This is an optimization exercise on Yosys and OpenROAD, whose aim is small area, a short achievable clock period and few clock cycles, not a production implementation.
Only simulation tests tie the RTL to the original design; equivalence was not proved.
Power is estimated from default activity; no workload was simulated.

==> inputs of 04-15 <==
==> flow/design.v <==
module decode (
	input  [31:0] memory,
	output [5:0]  opcode, funct,
	output [4:0]  rs, rt, rd, shamt,
	output [15:0] imm,
	output        is_r, is_li, is_lw, is_sw, is_beq, is_j, is_halt,
	output        is_mul, is_div, is_mf
);
	assign opcode = memory[31:26];
	assign funct  = memory[5:0];
	assign rs     = memory[25:21];
	assign rt     = memory[20:16];
	assign rd     = memory[15:11];
	assign shamt  = memory[10:6];
	assign imm    = memory[15:0];
	assign is_r    = (opcode == 6'h00);
	assign is_li   = (opcode == 6'h0F);
	assign is_lw   = (opcode == 6'h23);
	assign is_sw   = (opcode == 6'h2B);
	assign is_beq  = (opcode == 6'h04);
	assign is_j    = (opcode == 6'h02);
	assign is_halt = !(is_r | is_li | is_lw | is_sw | is_beq | is_j);
	assign is_mul = is_r && (funct == 6'h18);
	assign is_div = is_r && (funct == 6'h1A);
	assign is_mf  = is_r && (funct == 6'h10 || funct == 6'h12);
endmodule
module radd (
	input  [31:0] x, y,
	input         cin,
	output [32:0] s
);
	wire [32:0] c;
	assign c[0] = cin;
	genvar j;
	generate
		for (j = 0; j < 32; j = j + 1) begin : g_bit
			assign s[j]   = x[j] ^ y[j] ^ c[j];
			assign c[j+1] = (x[j] & y[j]) | (c[j] & (x[j] ^ y[j]));
		end
	endgenerate
	assign s[32] = c[32];
endmodule
module alu (
	input  [31:0] a, b,
	input  [4:0]  shamt,
	input  [5:0]  funct,
	input  [31:0] hi, lo,
	output reg [31:0] out,
	output        eq
);
	wire        sub = funct[1];
	wire [32:0] sum;
	radd add (a, b ^ {32{sub}}, sub, sum);
	wire [31:0] x = a ^ b;
	assign eq = ~|x;
	wire        left = ~funct[1];
	reg  [31:0] ra, rr;
	wire [31:0] sr = (left ? ra : a) >> shamt;
	integer k;
	always @(*) begin
		for (k = 0; k < 32; k = k + 1) begin
			ra[k] = a[31-k];
			rr[k] = sr[31-k];
		end
	end
	always @(*) begin
		case (funct)
			6'h00: out = rr;
			6'h02: out = sr;
			6'h03: out = sr;
			6'h10: out = hi;
			6'h12: out = lo;
			6'h20: out = sum[31:0];
			6'h22: out = sum[31:0];
			6'h24: out = a & b;
			6'h25: out = a | b;
			6'h26: out = x;
			6'h27: out = ~(a | b);
			6'h2A: out = {31'b0, ~sum[32]};
			default: out = 32'b0;
		endcase
	end
endmodule
module muldiv (
	input             clk,
	input             rst,
	input             start_mul,
	input             start_div,
	input      [31:0] a, b,
	output            busy,
	output            busy_next,
	output reg [31:0] hi, lo
);
	reg [31:0] m;         
	reg        q32;       
	reg        op_div;
	reg [3:0]  cnt;       
	assign busy      = (cnt != 4'd0);
	assign busy_next = start_mul || start_div || (cnt > 4'd1);
	wire [32:0] s0, s1, s2, s3;
	radd m0 (hi,        m & {32{lo[0]}}, 1'b0, s0);
	radd m1 (s0[32:1],  m & {32{lo[1]}}, 1'b0, s1);
	radd m2 (s1[32:1],  m & {32{lo[2]}}, 1'b0, s2);
	radd m3 (s2[32:1],  m & {32{lo[3]}}, 1'b0, s3);
	wire [31:0] mh = s3[32:1];
	wire [31:0] ml = {s3[0], s2[0], s1[0], s0[0], lo[31:4]};
	wire [31:0] x0 = {hi[30:0], q32};
	wire [32:0] d0;
	radd v0 (x0, m, 1'b1, d0);
	wire        t0 = d0[32] | hi[31];
	wire [31:0] r0 = t0 ? d0[31:0] : x0;
	wire [31:0] x1 = {r0[30:0], lo[31]};
	wire [32:0] d1;
	radd v1 (x1, m, 1'b1, d1);
	wire        t1 = d1[32] | r0[31];
	wire [31:0] r1 = t1 ? d1[31:0] : x1;
	wire [31:0] x2 = {r1[30:0], lo[30]};
	wire [32:0] d2;
	radd v2 (x2, m, 1'b1, d2);
	wire        t2 = d2[32] | r1[31];
	wire [31:0] r2 = t2 ? d2[31:0] : x2;
	always @(posedge clk) begin
		if (rst) begin
			cnt <= 4'd0;
		end else if (start_mul) begin
			m      <= a;
			hi     <= 32'd0;
			lo     <= b;
			op_div <= 1'b0;
			cnt    <= 4'd8;
		end else if (start_div) begin
			m      <= ~b;
			hi     <= 32'd0;
			q32    <= 1'b0;
			lo     <= a;
			op_div <= 1'b1;
			cnt    <= 4'd11;
		end else if (busy) begin
			cnt <= cnt - 4'd1;
			if (op_div) begin
				hi  <= r2;
				q32 <= lo[29];
				lo  <= {lo[28:0], t0, t1, t2};
			end else begin
				hi <= mh;
				lo <= ml;
			end
		end
	end
endmodule
module cpu (clk, rst, imem_addr, imem_data, dmem_addr, dmem_re, dmem_wdata, dmem_we, dmem_rdata);
	input clk;
	input rst;
	output [15:0] imem_addr;
	input [31:0] imem_data;
	output [11:0] dmem_addr;
	output dmem_re;
	output [31:0] dmem_wdata;
	output dmem_we;
	input [31:0] dmem_rdata;
	reg [31:0] registers [31:0];
	reg [15:0] programCounter;
	reg [31:0] ir;            
	reg        valid;         
	wire [5:0] f_op   = imem_data[31:26];
	wire       f_jump = (f_op == 6'h02) ||
	                    (f_op == 6'h04 && imem_data[25:21] == imem_data[20:16]);
	wire       f_halt = !(f_op == 6'h00 || f_op == 6'h0F || f_op == 6'h23 ||
	                      f_op == 6'h2B || f_op == 6'h04 || f_op == 6'h02);
	wire       f_mf   = (f_op == 6'h00) && (imem_data[5:0] == 6'h10 || imem_data[5:0] == 6'h12);
	wire [5:0] opcode, funct;
	wire [4:0] rs, rt, rd, shamt;
	wire [15:0] imm;
	wire is_r, is_li, is_lw, is_sw, is_beq, is_j, is_halt, is_mul, is_div, is_mf;
	decode decode (ir, opcode, funct, rs, rt, rd, shamt, imm,
		is_r, is_li, is_lw, is_sw, is_beq, is_j, is_halt, is_mul, is_div, is_mf);
	wire [31:0] a = registers[rs];
	wire [31:0] b = registers[rt];
	wire [31:0] hi, lo, out;
	wire        eq;
	wire        md_busy, md_busy_next;
	alu alu (a, b, shamt, funct, hi, lo, out, eq);
	muldiv md (clk, rst, valid && is_mul, valid && is_div, a, b, md_busy, md_busy_next, hi, lo);
	wire [11:0] eff = a[11:0] + imm[11:0];
	assign imem_addr  = programCounter;
	assign dmem_addr  = eff;
	assign dmem_wdata = b;
	assign dmem_we    = valid && is_sw && !rst;
	assign dmem_re    = valid && is_lw;
	wire redirect = valid && is_beq && (rs != rt) && eq;
	wire hold = f_mf && md_busy_next;
	always @(posedge clk) begin
		ir <= imem_data;
		if (rst) begin
			programCounter <= 16'h0;
			valid <= 1'b0;
		end else begin
			valid <= !redirect && !hold;
			if (redirect)
				programCounter <= imm;
			else if (hold || f_halt)
				programCounter <= programCounter;
			else if (f_jump)
				programCounter <= imem_data[15:0];
			else
				programCounter <= programCounter + 16'h1;
		end
	end
	wire        wen = rst || (valid && ((is_r && !is_mul && !is_div) || is_li || is_lw));
	wire [4:0]  wad = rst ? 5'd0 : is_li ? rs : is_lw ? rt : rd;
	wire [31:0] wda = rst ? 32'd0 : is_lw ? dmem_rdata : is_li ? {16'b0, imm} : out;
	always @(posedge clk)
		if (wen) registers[wad] <= wda;
endmodule
==> flow/run.sh <==
#!/bin/bash
# synth_recipe.tcl (not shown) runs the flow's synth.tcl, then flattens the netlist and writes it again
# the make line also repeats each setting of config.mk as NAME=value (left out here)
make -C /OpenROAD-flow-scripts/flow DESIGN_CONFIG=/design/flow/config.mk WORK_HOME=/design/flow/orfs CLKGATE_MAP_FILE= SYNTH_SCRIPT=/design/flow/synth_recipe.tcl finish
==> flow/config.mk <==
export PLATFORM = sky130hd
export DESIGN_NAME = cpu
export DESIGN_NICKNAME = cpu
export VERILOG_FILES = /design/flow/design.v
export SDC_FILE = /design/flow/constraint.sdc
export NUM_CORES = 4
export LEC_CHECK = 0
export CAP_MARGIN = 20
export CORE_MARGIN = 2
export CORE_UTILIZATION = 40
export SLEW_MARGIN = 20
==> flow/constraint.sdc <==
create_clock -name core_clock -period 110.0 [get_ports {clk}]
set_input_delay 22.0000 -clock core_clock [delete_from_list [all_inputs] [get_ports {clk}]]
set_output_delay 22.0000 -clock core_clock [all_outputs]
set_load 0.01 [all_outputs]
==> 11-08: changes against 04-15 <==
==> flow/design.v, changed modules only <==
module cpu (clk, rst, imem_addr, imem_data, dmem_addr, dmem_re, dmem_wdata, dmem_we, dmem_rdata);
	input clk;
	input rst;
	output [15:0] imem_addr;
	input [31:0] imem_data;
	output [11:0] dmem_addr;
	output dmem_re;
	output [31:0] dmem_wdata;
	output dmem_we;
	input [31:0] dmem_rdata;
	reg [31:0] registers [31:0];
	reg [15:0] programCounter;
	reg [31:0] ir;            
	reg        valid;         
	wire [5:0] f_op   = imem_data[31:26];
	wire       f_jump = (f_op == 6'h02) ||
	                    (f_op == 6'h04 && imem_data[25:21] == imem_data[20:16]);
	wire       f_halt = !(f_op == 6'h00 || f_op == 6'h0F || f_op == 6'h23 ||
	                      f_op == 6'h2B || f_op == 6'h04 || f_op == 6'h02);
	wire       f_md   = (f_op == 6'h00) && (imem_data[5:0] == 6'h10 || imem_data[5:0] == 6'h12 ||
	                                        imem_data[5:0] == 6'h18 || imem_data[5:0] == 6'h1A);
	wire [5:0] opcode, funct;
	wire [4:0] rs, rt, rd, shamt;
	wire [15:0] imm;
	wire is_r, is_li, is_lw, is_sw, is_beq, is_j, is_halt, is_mul, is_div, is_mf;
	decode decode (ir, opcode, funct, rs, rt, rd, shamt, imm,
		is_r, is_li, is_lw, is_sw, is_beq, is_j, is_halt, is_mul, is_div, is_mf);
	reg  [31:0] sel_a, sel_b;
	reg  [31:0] a, b;
	integer n;
	always @(*) begin
		a = 32'd0;
		b = 32'd0;
		for (n = 0; n < 32; n = n + 1) begin
			a = a | (registers[n] & {32{sel_a[n]}});
			b = b | (registers[n] & {32{sel_b[n]}});
		end
	end
	wire [31:0] hi, lo, out;
	wire        eq;
	wire        md_busy, md_busy_next;
	reg        pend_v;
	reg [4:0]  pend_rd;
	reg        pend_hi;
	wire       x_defer  = valid && is_mf && md_busy;
	wire       x_writes = valid && ((is_r && !is_mul && !is_div && !x_defer) || is_li || is_lw);
	wire [4:0] x_wad    = is_li ? rs : is_lw ? rt : rd;
	wire       pend_wr  = pend_v && !md_busy && !x_writes;
	wire [5:0] alu_funct = pend_wr ? (pend_hi ? 6'h10 : 6'h12) : funct;
	alu alu (a, b, shamt, alu_funct, hi, lo, out, eq);
	muldiv md (clk, rst, valid && is_mul, valid && is_div, a, b, md_busy, md_busy_next, hi, lo);
	wire [11:0] eff = a[11:0] + imm[11:0];
	assign imem_addr  = programCounter;
	assign dmem_addr  = eff;
	assign dmem_wdata = b;
	reg x_sw, x_lw;
	assign dmem_we    = x_sw && !rst;
	assign dmem_re    = x_lw;
	wire redirect = valid && is_beq && (rs != rt) && eq;
	wire       pn_v  = x_defer || (pend_v && !pend_wr && !(x_writes && x_wad == pend_rd));
	wire [4:0] pn_rd = x_defer ? rd : pend_rd;
	wire hold = pn_v && (f_md || imem_data[25:21] == pn_rd || imem_data[20:16] == pn_rd);
	always @(posedge clk) begin
		ir <= imem_data;
		sel_a <= 32'd1 << imem_data[25:21];
		sel_b <= 32'd1 << imem_data[20:16];
		if (rst) begin
			programCounter <= 16'h0;
			valid <= 1'b0;
			x_sw <= 1'b0;
			x_lw <= 1'b0;
			pend_v <= 1'b0;
		end else begin
			pend_v <= pn_v;
			if (x_defer) begin
				pend_rd <= rd;
				pend_hi <= !funct[1];
			end
			valid <= !redirect && !hold;
			x_sw  <= !redirect && !hold && (f_op == 6'h2B);
			x_lw  <= !redirect && !hold && (f_op == 6'h23);
			if (redirect)
				programCounter <= imm;
			else if (hold || f_halt)
				programCounter <= programCounter;
			else if (f_jump)
				programCounter <= imem_data[15:0];
			else
				programCounter <= programCounter + 16'h1;
		end
	end
	wire        wen = rst || x_writes || pend_wr;
	wire [4:0]  wad = rst ? 5'd0 : x_writes ? x_wad : pend_rd;
	wire [31:0] wda = rst ? 32'd0 : pend_wr ? out : is_lw ? dmem_rdata : is_li ? {16'b0, imm} : out;
	always @(posedge clk)
		if (wen) registers[wad] <= wda;
endmodule
==> flow/flow/run.sh (new file) <==
#!/bin/bash
# The standard layout, with the port buffers made of buf_1 cells instead of the
# flow's default choice. Everything else is the standard flow unchanged.
set -euo pipefail
export BUFFER_PORTS_ARGS="-buffer_cell sky130_fd_sc_hd__buf_1"
bash standard.sh > standard.log 2>&1
==> flow/standard.sh (new file) <==
#!/bin/bash
# synth_recipe.tcl (not shown) runs the flow's synth.tcl, then flattens the netlist and writes it again
# the make line also repeats each setting of config.mk as NAME=value (left out here)
make -C /OpenROAD-flow-scripts/flow DESIGN_CONFIG=/design/flow/config.mk WORK_HOME=/design/flow/orfs CLKGATE_MAP_FILE= SYNTH_SCRIPT=/design/flow/synth_recipe.tcl "${@:-finish}"
Settings changed: CTS_BUF_LIST set to sky130_fd_sc_hd__clkbuf_8, CTS_CLUSTER_DIAMETER set to 50, CTS_CLUSTER_SIZE set to 12.
removed: flow/run.sh
==> summary of the runs <==
Register-to-register slack: 04-15 is higher than 11-08 (0.75 ns). In 04-15 the combinational power is higher than in 11-08, by about 6%. Of 11-08 and 04-15, 11-08 has the higher first-iteration DRC count (gap about 75%, measured against 04-15). In 04-15 the maximum frequency is lower than in 11-08, by about 1.6%. Against 11-08, the final cell count of 04-15 is smaller by 1.9%.
Testbench counts of 04-15, summed over its fixed seeds: cycles 201,956.
Testbench counts of 11-08, summed over its fixed seeds: cycles 195,458.

afterwards: timing with drivers on the ports:
In the flow no input, the clock included, has a driving cell. The finished layouts below were timed again as built, in two steps.
Step 1 assumes that a clkbuf_16 drives the clock port and a buf_2 every other input.
Step 2 adds t to the input delays and takes it off the output delays; t is the mean of the earliest and latest rising clock arrival at the registers after step 1. Input paths then give back, and output paths get back, about the clock's delay inside the block.
Three values: no drivers, after step 1, after step 2; two values: the first two.
run | shift t [ns] | slack for setup (ns) | worst hold slack (ns) | worst register clock-pin slew, ns
04-15 | 0.855 | 64.761 / 64.737 / 64.737 | 0.504 / 0.504 / 0.504 | 0.07 / 0.07
11-08 | 0.986 | 65.481 / 65.461 / 65.461 | 0.506 / 0.506 / 0.506 | 0.09 / 0.09
After both steps setup and hold are still met in every run listed. For 04-15, which loses most, drivers alone change the setup slack by -0.024 ns; drivers and shift together by -0.024 ns.
